This is an optimization exercise on Yosys and OpenROAD, whose aim is small area, a short achievable clock period and few clock cycles per item, not a production implementation.
Where RTL was checked, it was by simulation tests only, not by an equivalence proof against the original.

Setup of oak:
Design cnn_top, start of the top module:
module cnn_top (
    clk,
    rst_n,
    start,
    done,
    data_bram_wen, data_bram_addr, data_bram_din,
    weight_bram_wen, weight_bram_addr, weight_bram_din,
    feature_bram_wen, feature_bram_addr, feature_bram_din,
    dense_w_bram_wen, dense_w_bram_addr, dense_w_bram_din,
    final_class_out
);
For scale: roughly 2600 cells after synthesis, about 480 flip-flops, roughly 33000 um^2 of cells after synthesis.
export LEC_CHECK = 0
export CAP_MARGIN = 20
export CORE_MARGIN = 2
export CORE_UTILIZATION = 60
export CTS_BUF_LIST = sky130_fd_sc_hd__clkbuf_8
export CTS_CLUSTER_DIAMETER = 60
export CTS_CLUSTER_SIZE = 16
export PLACE_DENSITY = 0.75
export SETUP_SLACK_MARGIN = 3.7
export SLEW_MARGIN = 20
export SYNTH_HIERARCHICAL = 1
create_clock -name core_clock -period 7.0 [get_ports {clk}]
run.sh (not shown) runs the stock make flow with config.mk's settings and CLKGATE_MAP_FILE= SYNTH_SCRIPT=/design/flow/synth_recipe.tcl, a recipe that flattens the netlist after the stock synthesis.
Testbench counts of oak, summed over its fixed seeds: cycles 5,760, inferences 320.
> inputs changed (oak -> pine)
- removing CTS_CLUSTER_DIAMETER (formerly 60)
- removing CTS_BUF_LIST (formerly sky130_fd_sc_hd__clkbuf_8)
- removing CTS_CLUSTER_SIZE (formerly 16)
- changing SETUP_SLACK_MARGIN from 3.7 to 4.0
==> comparison <==
Taking pine as 1.0, oak lands at 0.29 on non-clock buffer count. Compared with oak, pine instantiates a larger number of standard cells. pine ended with less clock transition at the register clock pins on the worst setup and hold paths after CTS than oak. pine has clock buffer instance count of the final layout above what oak had. pine vs. oak: global-route total usage across every layer went up, worst setup slack after layout went up, number of buffer and inverter instances along the worst setup path went up, wire length of the first global-routing pass went up. The number of detailed-route iterations in the first pass in pine sits 2 below the value recorded for oak. pine completed end to end with timing, DRC and antenna clean.
## Diff of input files: birch against pine
- CTS_CLUSTER_DIAMETER: unset -> 60
- CTS_BUF_LIST: unset -> sky130_fd_sc_hd__clkbuf_8
- CTS_CLUSTER_SIZE: unset -> 16
- Re wire length on met3: birch and pine aren't equal, and the higher value belongs to pine.
- Comparing birch and pine, the higher number of antenna violations at the first check in global routing was measured on birch.
- Compare birch and pine | core utilization lower: birch
Input changes introduced in maple (baseline for comparison: birch):
- SETUP_SLACK_MARGIN: 4.0 -> 3.4
Notes after the runs:
- Both conditions hold for maple: the flow ran to the end and the final layout passed the timing, DRC and antenna checks.
- For the share of final-layout standard cells stronger than drive strength 1, maple came in 7.4 points lower than birch did.
- In maple, area overhead of the layout relative to synthesis is lower than in birch.
- In maple, the met2 usage came out 0.91 points below the value in birch.
- Against birch, count of clock-buffer cells in the layout in maple fell by a few percent.
- birch has higher via count than maple.
- Between birch and maple, the final weighted congestion of routability-driven global placement does not differ in any meaningful way.
- Between maple and birch, it is maple whose final worst hold slack is higher, by 0.017 ns.
- Taking birch as the reference point, the length in cells of the worst reg-to-reg path of maple falls by 4.
- [compare] base=birch new=maple: worst setup slack after layout decreased 0.31 ns.

cnn_top again, from the RTL that the note above started with.
// cnn_top
module cnn_top (
    clk,
    rst_n,
    start,
    done,
    data_bram_wen, data_bram_addr, data_bram_din,
    weight_bram_wen, weight_bram_addr, weight_bram_din,
    feature_bram_wen, feature_bram_addr, feature_bram_din,
    dense_w_bram_wen, dense_w_bram_addr, dense_w_bram_din,
    final_class_out
);
    input             clk;
    input             rst_n;
    input             start;
    output reg        done;
    input             data_bram_wen;
    input      [3:0]  data_bram_addr;
    input      [7:0]  data_bram_din;
    input             weight_bram_wen;
    input      [3:0]  weight_bram_addr;
    input      [7:0]  weight_bram_din;
    input             feature_bram_wen;
    input      [4:0]  feature_bram_addr;
    input      [23:0] feature_bram_din;
    input             dense_w_bram_wen;
    input      [4:0]  dense_w_bram_addr;
    input      [7:0]  dense_w_bram_din;
    output reg [1:0]  final_class_out;
    reg [3:0] cnt;                  
    wire busy = (cnt != 4'd0);
    always @(posedge clk or negedge rst_n) begin
        if (!rst_n) begin
            cnt  <= 4'd0;
            done <= 1'b0;
        end else begin
            if (!busy)
                cnt <= start ? 4'd1 : 4'd0;
            else
                cnt <= (cnt == 4'd10) ? 4'd0 : cnt + 4'd1;
            done <= (cnt == 4'd9);
        end
    end
    wire rot_x = busy && (cnt <= 4'd8);
    function [11:0] benc8;
        input [7:0] v;
        reg [8:0] b;
        integer j;
        begin
            b = {v, 1'b0};
            for (j = 0; j < 4; j = j + 1) begin
                benc8[3*j]   = b[2*j+1] ^ b[2*j];
                benc8[3*j+1] = (b[2*j+2] & ~b[2*j+1] & ~b[2*j]) |
                               (~b[2*j+2] & b[2*j+1] & b[2*j]);
                benc8[3*j+2] = b[2*j+2];
            end
        end
    endfunction
    reg [7:0] x [0:7];
    reg [11:0] k [0:2];             
    reg [7:0] w0 [0:5];
    reg [7:0] w1 [0:5];
  ...
export LEC_CHECK = 0
export ABC_AREA = 1
export CAP_MARGIN = 20
export CORE_MARGIN = 2
export CORE_UTILIZATION = 60
export CTS_BUF_LIST = sky130_fd_sc_hd__clkbuf_8
export CTS_CLUSTER_DIAMETER = 60
export CTS_CLUSTER_SIZE = 16
export PLACE_DENSITY = 0.75
export SETUP_SLACK_MARGIN = 3.8
export SLEW_MARGIN = 20
export SYNTH_HIERARCHICAL = 1
create_clock -name core_clock -period 7.0 [get_ports {clk}]
Testbench counts at the start, summed over its fixed seeds: cycles 5,760, inferences 320.
Rerun with:
- ABC_AREA: 1 -> not set
- CTS_CLUSTER_DIAMETER: 60 -> 50
- CTS_CLUSTER_SIZE: 16 -> 20
- utilization climbs by 0.60 points
- wire length drops by 12%
- design area drops by 6.1%
Rerun with:
- CTS_CLUSTER_DIAMETER: 50 -> 60
- CTS_CLUSTER_SIZE: 20 -> 16
- SETUP_SLACK_MARGIN: 3.8 -> 3.6
Outcome: Area after synthesis stays the same; count of clock-buffer cells in the layout went down by 8; maximum frequency went down by 4.4%; design area went down by 0.93%; flip-flop and latch count does not change; non-clock buffer count went down by 10; utilization went down by 0.57 points; hold slack gains 0.0053 ns; register-to-register slack loses 0.14 ns.

Setup of lane 1:
cnn_top, a different RTL version from the one above (not shown whole).
Size: about 470 flip-flops, about 76 I/O pins, roughly 32,000 µm² of cells after synthesis.
export LEC_CHECK = 0
export CAP_MARGIN = 20
export CORE_MARGIN = 2
export CORE_UTILIZATION = 40
export PLACE_DENSITY = 0.6
export SETUP_SLACK_MARGIN = 3.5
export SLEW_MARGIN = 20
create_clock -name core_clock -period 7.0 [get_ports {clk}]
Both conditions hold for lane 1: the flow ran to the end and the final layout passed the timing, DRC and antenna checks.
Input changes introduced in lane 3 (baseline for comparison: lane 1):
Settings: SETUP_SLACK_MARGIN changed from 3.5 to 4.2; ABC_CLOCK_PERIOD_IN_PS newly set to 2800.
--- outcome ---
Lane 3 finished end to end and its layout was clean on timing, DRC and antenna.
Sort lane 3 and lane 1 by fraction of layout cells with a size suffix above 1, ascending, and lane 1 comes first.
Of the two values seen for destination of the critical timing path, c1a[12] was produced by lane 1 and final_class_out[0] by lane 3.
Compared with lane 1, lane 3 shows area growth from synthesis to layout higher by 8.1 points.
No functional check of the RTL was part of any run of this note.

## v5
RTL: one of the versions met above, not the one the previous note started from.
Size: about 480 flip-flops, roughly 76 I/O pins, ~33000 um^2 of cells after synthesis.
Settings: LEC_CHECK=0, CAP_MARGIN=20, CORE_MARGIN=2, CORE_UTILIZATION=60, CTS_BUF_LIST=sky130_fd_sc_hd__clkbuf_8, CTS_CLUSTER_DIAMETER=60, CTS_CLUSTER_SIZE=16, PLACE_DENSITY=0.75, SETUP_SLACK_MARGIN=3.0, SLEW_MARGIN=20, SYNTH_HIERARCHICAL=1; clock period 7.0 ns.
Testbench counts of v5, summed over its fixed seeds: cycles 5,760, inferences 320.
[inputs] v39 vs v5
Settings: PLACE_DENSITY: 0.75 -> 0.82; SETUP_SLACK_MARGIN: 3.0 -> 3.8; CORE_UTILIZATION: 60 -> 70.
## What came out
Diff v5 -> v39: latest clock arrival within the worst-skew pair -0.02 ns, worst hold path depth ~0 delta, utilization +11 points, total CTS buffers +about 2.4%.
Post-cts repair resize count (v39 over v5): increase, 21
v5 ended up with feat[15]$_DFF_P_ as its critical path endpoint; v39 ended up with final_class_out[1]$_DFF_P_.
Any difference in proportion of cell area occupied by multi-input gates between v39 and v5 is small enough to ignore.
v39 reports a higher starting utilization of the core area than v5 does.
From v5 to v39 the numbers moved as follows: share of the clock period used by the worst path after layout went down 3.9 points, routed wire length per instance went up.
Edits applied to the flow inputs when going from v39 to v20:
Settings: swapping 3.8 for 3.9 in SETUP_SLACK_MARGIN; swapping 0.82 for 0.75 in PLACE_DENSITY; swapping 70 for 60 in CORE_UTILIZATION.
==> comparison <==
In the metrics for v20 and v39, the one carrying the lower headroom to the max-slew limit is v20.
After detailed routing, v39 needs less wire than v20.
In the metrics for v20 and v39, the one carrying the lower half-perimeter wire length of the detailed placement result is v20.
| number of non-clock buffers in the layout | lower: v39 |
Taking v39 as 1.0, v20 lands at 1.08 on die height.
v39 ended up with fewer cell instances than v20 did.
Area growth from synthesis to layout in v20 is 2.6 points above v39.
Reported for v20 and v39, register area share after synthesis turned out identical to the last digit.
Compared with v39, in v20 x dimension of the die went up by 7.9%.

cnn_top, a different RTL version from the one above (not shown whole).
Size in the first run: roughly 3000 cells after synthesis, roughly 430 flip-flops, roughly 76 I/O pins.
Design cnn_top, start of the top module:
module cnn_top (
    clk,
    rst_n,
    start,
    done,
    data_bram_wen, data_bram_addr, data_bram_din,
    weight_bram_wen, weight_bram_addr, weight_bram_din,
    feature_bram_wen, feature_bram_addr, feature_bram_din,
    dense_w_bram_wen, dense_w_bram_addr, dense_w_bram_din,
    final_class_out
);
Settings: LEC_CHECK=0, CAP_MARGIN=20, CORE_MARGIN=2, CORE_UTILIZATION=40, PLACE_DENSITY=0.6, SLEW_MARGIN=20; clock period 7.0 ns.
==> next run, changes <==
- ABC_CLOCK_PERIOD_IN_PS: default -> 2800
- SETUP_SLACK_MARGIN: default -> 4.0
Worst setup slack is better by 0.81 ns.
Routed wire length rose by 12%.
Critical path depth fell by 1.
Sequential cell count is unchanged.
Worst hold slack is worse by 0.0042 ns.
Function was not checked in any run of this note: the RTL went through the layout flow alone.

Setup of onyx:
Another version of the RTL of cnn_top (not shown whole).
Size: about 2600 cells after synthesis, about 480 flip-flops, roughly 76 I/O pins, about 33000 µm² of cells after synthesis.
Settings: LEC_CHECK=0, CAP_MARGIN=20, CORE_MARGIN=2, CORE_UTILIZATION=60, PLACE_DENSITY=0.75, SETUP_SLACK_MARGIN=4.0, SLEW_MARGIN=20, SYNTH_HIERARCHICAL=1; clock period 7.0 ns.
onyx has completed all stages; timing, DRC and antenna checks passed.
The inputs of yarrow differ from those of onyx as listed below.
--- a/flow/config.mk
+++ b/flow/config.mk
@@ -9,4 +9,4 @@
 export CORE_MARGIN = 2
-export CORE_UTILIZATION = 60
-export PLACE_DENSITY = 0.75
+export CORE_UTILIZATION = 70
+export PLACE_DENSITY = 0.82
 export SETUP_SLACK_MARGIN = 4.0
Findings:
On proportion of final cell area spent on non-clock buffers, onyx tracks yarrow almost exactly.
Number of well taps is higher on onyx
Between onyx and yarrow, the cell count went down.
Relative to onyx, smallest setup slack after layout decreased by 0.072 ns in yarrow.
From onyx to yarrow the numbers moved as follows: detailed-route via count shows an increase of 773; wire length of the first global-routing pass grew by 4.1%; cell count after placement dropped 142; slack of the worst reg-to-reg path shrank by 0.07 ns.
Function was not checked in any run of this note: the RTL went through the layout flow alone.

cnn_top, a different RTL version from the one above (not shown whole).
For scale: ~2,800 cells after synthesis, roughly 76 I/O pins.
clock: 7.0 ns
lec_check: 0
cap_margin: 20
core_margin: 2
core_utilization: 40
place_density: 0.6
setup_slack_margin: 4.0
slew_margin: 20
==> next run, changes <==
CORE_UTILIZATION = 60   (was 40)
PLACE_DENSITY = 0.75   (was 0.6)
Routed wire length drops by 3.0%.
Die area goes down by 33%.
Worst setup slack gets worse by 0.052 ns.
Function was not checked in any run of this note: the RTL went through the layout flow alone.

[afterwards: timing with drivers on the ports]
In the flow no input, the clock included, has a driving cell. The finished layouts below were timed again as built, in two steps. Step 1: set_driving_cell puts a clkbuf_16 on clk and a buf_2 on each other input, an assumption about the parent block. Step 2 moves the port delays by t, midway between the first and last clock arrival at a register: inputs arrive t later, outputs are due t later. That takes back most of the time a late clock gives input paths. a / b / c = ideal ports / drivers / drivers and shift; a / b = the first two.
run	t (ns)	setup slack, ns	hold WS [ns]	clock arrival spread, ns
oak	0.727	3.797 / 3.797 / 3.395	0.470 / 0.470 / 0.470	0.073 / 0.072
pine	0.663	3.837 / 3.837 / 3.446	0.466 / 0.466 / 0.466	0.042 / 0.043
birch	0.707	3.833 / 3.833 / 3.447	0.453 / 0.453 / 0.453	0.049 / 0.049
maple	0.726	3.525 / 3.525 / 3.404	0.470 / 0.470 / 0.470	0.071 / 0.071
the first run of note 2	0.720	3.917 / 3.917 / 3.606	0.448 / 0.448 / 0.448	0.065 / 0.064
the second run of note 2	0.714	3.845 / 3.845 / 3.385	0.464 / 0.464 / 0.464	0.059 / 0.059
the third run of note 2	0.728	3.701 / 3.701 / 3.384	0.469 / 0.469 / 0.469	0.074 / 0.073
lane 1	0.663	3.612 / 3.612 / 3.376	0.536 / 0.536 / 0.536	0.027 / 0.027
lane 3	0.672	3.778 / 3.778 / 3.596	0.533 / 0.533 / 0.533	0.054 / 0.054
v5	0.726	3.496 / 3.496 / 3.406	0.468 / 0.468 / 0.468	0.071 / 0.071
v39	0.715	3.767 / 3.767 / 3.412	0.472 / 0.472 / 0.472	0.038 / 0.038
v20	0.724	3.847 / 3.847 / 3.339	0.474 / 0.474 / 0.474	0.071 / 0.071
the first run of note 5	0.668	2.568 / 2.568 / 2.568	0.516 / 0.516 / 0.516	0.054 / 0.054
the second run of note 5	0.663	3.378 / 3.378 / 3.378	0.512 / 0.512 / 0.512	0.043 / 0.043
onyx	0.671	3.881 / 3.881 / 3.520	0.473 / 0.473 / 0.473	0.069 / 0.069
yarrow	0.655	3.809 / 3.809 / 3.440	0.465 / 0.465 / 0.465	0.047 / 0.047
the first run of note 7	0.673	3.830 / 3.830 / 3.485	0.463 / 0.463 / 0.463	0.052 / 0.052
the second run of note 7	0.666	3.778 / 3.778 / 3.466	0.466 / 0.466 / 0.466	0.055 / 0.055
After both steps setup and hold are still met in every run listed. For v20, which loses most, drivers alone change the setup slack by 0.000 ns; drivers and shift together by -0.508 ns.
